Source: an optimization exercise on an open RTL-to-GDS flow (aim: small area and a short achievable clock period). Production flows keep margins and buffers that such runs may drop.
The RTL was checked by simulation tests, not by an equivalence proof against the original design.
Power figures rest on the tool's default switching activity, not on a simulated workload.

## circle_gen
module circle_gen(
  input clk_d,
  input [9:0] pixel_x,
  input [9:0] pixel_y,
  input video_on,
  input [9:0] x,
  input [9:0] y,
  input [5:0] r,
  input [9:0] E1x,
  input [9:0] E1y,
  input [9:0] E2x,
  input [9:0] E2y,
  input [9:0] E3x,
  input [9:0] E3y,
  input [9:0] E4x,
  input [9:0] E4y,
  input [9:0] F1x,
  input [9:0] F1y,
  input gamemenu,
  input gamerun,
  input gamepause,
  output [3:0] red,
  output [3:0] green,
  output [3:0] blue
  );
Size in the first run: roughly 1200 cells after synthesis, about 3 flip-flops, roughly 6000 sq um of cells after synthesis.
clock: 20.0 ns
lec_check: 0
cap_margin: 20
core_margin: 2
core_utilization: 60
cts_buf_list: sky130_fd_sc_hd__clkbuf_4
slew_margin: 60
standard.sh (not shown) runs the stock make flow with config.mk's settings and CLKGATE_MAP_FILE= SYNTH_SCRIPT=/design/flow/synth_recipe.tcl, a recipe that flattens the netlist after the stock synthesis.
==> flow/flow/run.sh <==
#!/bin/bash
# Standard ORFS layout, except:
#  - synthesis maps the logic with flow/abc.script (deep AIG optimisation, then
#    mapping) and without the full/half-adder cell extraction;
#  - the port buffers are sky130_fd_sc_hd__buf_1.
# Each tool's output is in the ORFS logs under orfs/logs; make's output in flow_make.log.
set -euo pipefail
here=$(pwd)
export OWN_ABC_SCRIPT=$here/flow/abc.script
bash standard.sh SYNTH_SCRIPT=$here/flow/synth.tcl ADDER_MAP_FILE= SYNTH_OPERATIONS_ARGS=-noshare \
  "BUFFER_PORTS_ARGS=-buffer_cell sky130_fd_sc_hd__buf_1" finish > flow_make.log 2>&1
==> flow/flow/abc.script <==
strash
&get -n
&deepsyn -T 60
&put
dch -f
map -D 2000
topo
stime -c
buffer -c
upsize -c
dnsize -c
==> flow/flow/synth.tcl <==
proc synth {args} { yosys synth -nofsm -noshare {*}$args }
proc abc {args} {
  set out {}
  set skip 0
  foreach a $args {
    if {$skip} { set skip 0; continue }
    if {$a eq "-script" || $a eq "-D"} { set skip 1; continue }
    lappend out $a
  }
  yosys abc -script $::env(OWN_ABC_SCRIPT) {*}$out
}
source $::env(SCRIPTS_DIR)/synth.tcl
# left out here: clear keep_hierarchy, flatten, clean up, hide names made inside functions, write 1_2_yosys.v
The starting point passed the timing, DRC and antenna checks.
Edit:
==> flow/flow/run.sh (replaced) <==
#!/bin/bash
# Standard ORFS layout, except:
#  - synthesis maps the logic with flow/abc.script (deep AIG optimisation with
#    several seeds, keeping the smallest, then mapping) and without the
#    full/half-adder cell extraction (see flow/synth.tcl);
#  - the port buffers are sky130_fd_sc_hd__buf_1.
# Each tool's log is under orfs/logs; make's output is in flow_make.log.
set -euo pipefail
here=$(pwd)
mkdir -p $here/abc_tmp
export OWN_ABC_SCRIPT=$here/flow/abc.script OWN_ABC_DIR=$here/abc_tmp OWN_ABC_SEEDS="1 2 3 4 5 6"
bash standard.sh SYNTH_SCRIPT=$here/flow/synth.tcl ADDER_MAP_FILE= SYNTH_OPERATIONS_ARGS=-noshare \
  "BUFFER_PORTS_ARGS=-buffer_cell sky130_fd_sc_hd__buf_1" finish > flow_make.log 2>&1
==> flow/flow/abc.script (replaced) <==
strash
&get -n
&deepsyn -T 40 -S @SEED@
&put
dch -f
map -D 2000
topo
stime -c
buffer -c
upsize -c
dnsize -c
--- a/flow/flow/synth.tcl
+++ b/flow/flow/synth.tcl
@@ -9,3 +9,24 @@
   }
-  yosys abc -script $::env(OWN_ABC_SCRIPT) {*}$out
+  set f [open $::env(OWN_ABC_SCRIPT) r]
+  set template [read $f]
+  close $f
+  yosys design -save own_pre
+  set best_area 1e30
+  foreach seed $::env(OWN_ABC_SEEDS) {
+    yosys design -load own_pre
+    set script $::env(OWN_ABC_DIR)/abc_$seed.script
+    set f [open $script w]
+    puts $f [string map [list @SEED@ $seed] $template]
+    close $f
+    yosys abc -script $script {*}$out
+    set st [tee -q -s result.string stat {*}$::lib_args]
+    regexp {Chip area for module[^:]*: *([0-9.]+)} $st -> area
+    puts "own abc seed $seed: area $area"
+    if {$area < $best_area} {
+      set best_area $area
+      yosys design -save own_best
+    }
+  }
+  yosys design -load own_best
+  puts "own abc: kept area $best_area"
 }
Synthesized cell count decreases by 1.2%.
Clock power fell by about 9%.
Sequential cell count is unchanged.
Via count barely changes.
Count of clock-buffer cells in the layout stays the same.
Final area shrinks by 4.3%.
Worst setup slack is worse by 0.23 ns.

## job 103
Another version of the RTL of circle_gen (not shown whole).
Size in the first run: about 1100 cells after synthesis, about 3 flip-flops, about 160 I/O pins, roughly 5700 um2 of cells after synthesis.
// circle_gen
module circle_gen(
  input clk_d,
  input [9:0] pixel_x,
  input [9:0] pixel_y,
  input video_on,
  input [9:0] x,
  input [9:0] y,
  input [5:0] r,
  input [9:0] E1x,
  input [9:0] E1y,
  input [9:0] E2x,
  input [9:0] E2y,
  input [9:0] E3x,
  input [9:0] E3y,
  input [9:0] E4x,
  input [9:0] E4y,
  input [9:0] F1x,
  input [9:0] F1y,
  input gamemenu,
  input gamerun,
  input gamepause,
  output [3:0] red,
  output [3:0] green,
  output [3:0] blue
  );
  wire bx = (pixel_x <= 10'd14) || (pixel_x >= 10'd626 && pixel_x <= 10'd640);
  wire by = (pixel_y <= 10'd14) || (pixel_y >= 10'd466 && pixel_y <= 10'd480);
  wire border = bx | by;
  wire rok = ~r[0] & ((r[5:1] == 5'd5) | (r[5:1] == 5'd6) | (r[5:1] == 5'd7) |
                      (r[5:1] == 5'd8) | (r[5:1] == 5'd9) | (r[5:1] == 5'd10));
  wire [10:0] vx10 = 11'd20 - {1'b0, pixel_x};
  wire [10:0] vy10 = 11'd20 - {1'b0, pixel_y};
  wire [10:0] vxp = 11'd32 - {1'b0, pixel_x};
  wire [10:0] vyp = 11'd32 - {1'b0, pixel_y};
  wire e1, e2, e3, e4, f1, p1;
  circ10 c_e1(.vx(vx10), .vy(vy10), .cx(E1x), .cy(E1y), .o(e1));
  circ10 c_e2(.vx(vx10), .vy(vy10), .cx(E2x), .cy(E2y), .o(e2));
  circ10 c_e3(.vx(vx10), .vy(vy10), .cx(E3x), .cy(E3y), .o(e3));
  circ10 c_e4(.vx(vx10), .vy(vy10), .cx(E4x), .cy(E4y), .o(e4));
  circ10 c_f1(.vx(vx10), .vy(vy10), .cx(F1x), .cy(F1y), .o(f1));
  ...
==> flow/config.mk <==
export PLATFORM = sky130hd
export DESIGN_NAME = circle_gen
export DESIGN_NICKNAME = circle_gen
export VERILOG_FILES = /design/flow/design.v
export SDC_FILE = /design/flow/constraint.sdc
export NUM_CORES = 4
export LEC_CHECK = 0
export CAP_MARGIN = 20
export CORE_MARGIN = 2
export CORE_UTILIZATION = 60
export CTS_BUF_LIST = sky130_fd_sc_hd__clkbuf_4
export SLEW_MARGIN = 60
==> flow/constraint.sdc <==
create_clock -name core_clock -period 20.0 [get_ports {clk_d}]
set_input_delay 4.0000 -clock core_clock [delete_from_list [all_inputs] [get_ports {clk_d}]]
set_output_delay 4.0000 -clock core_clock [all_outputs]
set_load 0.01 [all_outputs]
==> flow/flow/run.sh <==
#!/bin/bash
# Standard ORFS layout, except:
#  - the port buffers are sky130_fd_sc_hd__buf_1.
# Each tool's log is under orfs/logs; make's output is in flow_make.log.
set -euo pipefail
here=$(pwd)
mkdir -p $here/abc_tmp
export OWN_ABC_SCRIPT=$here/flow/abc.script OWN_STA_SCRIPT=$here/flow/sta.tcl OWN_ABC_DIR=$here/abc_tmp
export OWN_ABC_CANDS="1:2000 2:2000 3:2000 4:2000 5:2000 6:2000 1:1500 2:1500" OWN_AREA_PAD=800 OWN_CLOCK_PORT=clk_d
export OWN_PERIOD=${FLOW_PERIOD_NS:-20}
# OpenSTA, installed beside openroad
export OWN_STA=$(dirname $(command -v openroad))/sta
bash standard.sh SYNTH_SCRIPT=$here/flow/synth.tcl ADDER_MAP_FILE= SYNTH_OPERATIONS_ARGS=-noshare \
  "BUFFER_PORTS_ARGS=-buffer_cell sky130_fd_sc_hd__buf_1" finish > flow_make.log 2>&1
==> flow/flow/abc.script <==
strash
&get -n
&deepsyn -I 1 -J 40 -S @SEED@
&put
dch -f
map -D @D@
topo
stime -c
buffer -c
upsize -c
dnsize -c
==> flow/flow/synth.tcl <==
proc synth {args} { yosys synth -nofsm -noshare {*}$args }
proc abc {args} {
  set out {}
  set skip 0
  foreach a $args {
    if {$skip} { set skip 0; continue }
    if {$a eq "-script" || $a eq "-D"} { set skip 1; continue }
    lappend out $a
  }
  set f [open $::env(OWN_ABC_SCRIPT) r]
  set template [read $f]
  close $f
  set dir $::env(OWN_ABC_DIR)
  set period $::env(OWN_PERIOD)
  yosys design -save own_pre
  set best 1e30
  foreach cand $::env(OWN_ABC_CANDS) {
    lassign [split $cand :] seed d
    yosys design -load own_pre
    set script $dir/abc_${seed}_$d.script
    set f [open $script w]
    puts $f [string map [list @SEED@ $seed @D@ $d] $template]
    close $f
    yosys abc -script $script {*}$out
    set st [tee -q -s result.string stat {*}$::lib_args]
    regexp {Chip area for module[^:]*: *([0-9.]+)} $st -> area
    set net $dir/cand_${seed}_$d.v
    yosys write_verilog -noattr -noexpr $net
    set sta [exec env OWN_NET=$net OWN_LIB=[lindex $::env(LIB_FILES) 0] OWN_TOP=$::env(DESIGN_NAME) \
      OWN_SDC=$::env(SDC_FILE) OWN_CLK=$::env(OWN_CLOCK_PORT) \
      $::env(OWN_STA) -no_init -exit $::env(OWN_STA_SCRIPT) 2>@1]
    regexp {OWN_WS ([-0-9.eE+]+)} $sta -> ws
    set p [expr {$period - $ws * 1e9}]
    set est [expr {($area + $::env(OWN_AREA_PAD)) * $p}]
    puts "own abc seed $seed D $d: area $area period $p estimate $est"
    if {$est < $best} {
      set best $est
      yosys design -save own_best
    }
  }
  yosys design -load own_best
  puts "own abc: kept estimate $best"
}
source $::env(SCRIPTS_DIR)/synth.tcl
# left out here: clear keep_hierarchy, flatten, clean up, hide names made inside functions, write 1_2_yosys.v
Other scripts of this flow, unchanged in this note and not shown: flow/flow/sta.tcl
--- input diff job 103..job 102 ---
-- flow/flow/run.sh --
<<< job 103, line 7
mkdir -p $here/abc_tmp
export OWN_ABC_SCRIPT=$here/flow/abc.script OWN_STA_SCRIPT=$here/flow/sta.tcl OWN_ABC_DIR=$here/abc_tmp
export OWN_ABC_CANDS="1:2000 2:2000 3:2000 4:2000 5:2000 6:2000 1:1500 2:1500" OWN_AREA_PAD=800 OWN_CLOCK_PORT=clk_d
export OWN_PERIOD=${FLOW_PERIOD_NS:-20}
# OpenSTA, installed beside openroad
>>> job 102, line 7
mkdir -p $here/abc_tmp
export OWN_ABC_SCRIPT=$here/flow/abc.script OWN_STA_SCRIPT=$here/flow/sta.tcl OWN_ABC_DIR=$here/abc_tmp
export OWN_ABC_CANDS="2:2000:40 1:2000:100 2:2000:100 3:2000:100 4:2000:100 5:2000:100" OWN_AREA_PAD=800 OWN_CLOCK_PORT=clk_d
export OWN_PERIOD=${FLOW_PERIOD_NS:-20}
# OpenSTA, installed beside openroad
==> flow/flow/abc.script <==
strash
&get -n
&deepsyn -I 1 -J @J@ -S @SEED@
&put
dch -f
map -D @D@
topo
stime -c
buffer -c
upsize -c
dnsize -c
==> flow/flow/synth.tcl <==
proc synth {args} { yosys synth -nofsm -noshare {*}$args }
proc abc {args} {
  set out {}
  set skip 0
  foreach a $args {
    if {$skip} { set skip 0; continue }
    if {$a eq "-script" || $a eq "-D"} { set skip 1; continue }
    lappend out $a
  }
  set f [open $::env(OWN_ABC_SCRIPT) r]
  set template [read $f]
  close $f
  set dir $::env(OWN_ABC_DIR)
  set period $::env(OWN_PERIOD)
  yosys design -save own_pre
  set best 1e30
  foreach cand $::env(OWN_ABC_CANDS) {
    lassign [split $cand :] seed d j
    yosys design -load own_pre
    set script $dir/abc_${seed}_${d}_$j.script
    set f [open $script w]
    puts $f [string map [list @SEED@ $seed @D@ $d @J@ $j] $template]
    close $f
    yosys abc -script $script {*}$out
    set st [tee -q -s result.string stat {*}$::lib_args]
    regexp {Chip area for module[^:]*: *([0-9.]+)} $st -> area
    set net $dir/cand_${seed}_${d}_$j.v
    yosys write_verilog -noattr -noexpr $net
    set sta [exec env OWN_NET=$net OWN_LIB=[lindex $::env(LIB_FILES) 0] OWN_TOP=$::env(DESIGN_NAME) \
      OWN_SDC=$::env(SDC_FILE) OWN_CLK=$::env(OWN_CLOCK_PORT) \
      $::env(OWN_STA) -no_init -exit $::env(OWN_STA_SCRIPT) 2>@1]
    regexp {OWN_WS ([-0-9.eE+]+)} $sta -> ws
    set p [expr {$period - $ws * 1e9}]
    set est [expr {($area + $::env(OWN_AREA_PAD)) * $p}]
    puts "own abc seed $seed D $d J $j: area $area period $p estimate $est"
    if {$est < $best} {
      set best $est
      yosys design -save own_best
    }
  }
  yosys design -load own_best
  puts "own abc: kept estimate $best"
}
source $::env(SCRIPTS_DIR)/synth.tcl
# left out here: clear keep_hierarchy, flatten, clean up, hide names made inside functions, write 1_2_yosys.v
==> results.txt <==
For job 102 and job 103, there was not a single run that failed to finish clean.
Delta (job 102 minus job 103): initial antenna violation count was more or less identical; post-route clock period utilization +0.69 points; post-synthesis average cell area shrank by 0.46%.
Comparing job 102 and job 103, the lower overall power consumption is on job 102.
Relative to job 103, the final cell count of job 102 is lower by 42.
Total length of routed wires in job 102 is about 4% lower than in job 103
Looking at hold slack, job 102 sits above job 103.

-- re-timing with driven ports --
The results above use ideal ports. As a check the final layouts listed here were re-extracted and re-timed, cells and wires unchanged. Step 1 sets driving cells, clkbuf_16 on the clock port and buf_2 on the other inputs (assumed; they add their load-dependent delay and slew). Step 2 moves the port delays by t, midway between the first and last clock arrival at a register: inputs arrive t later, outputs are due t later. That takes back most of the time a late clock gives input paths. Slacks: ideal ports / drivers / drivers and shift; pairs: ideal ports / drivers.
| run | t, ns | setup slack, ns | worst slew at a driven data input, ns |
|---|---|---|---|
| the first run of note 1 | 0.271 | 12.866 / 12.860 / 12.589 | 0.06 |
| the second run of note 1 | 0.257 | 12.637 / 12.634 / 12.377 | 0.05 |
| job 103 | 0.276 | 13.001 / 12.999 / 12.724 | 0.06 |
| job 102 | 0.278 | 12.863 / 12.872 / 12.595 | 0.05 |
After both steps every run listed still meets setup and hold.
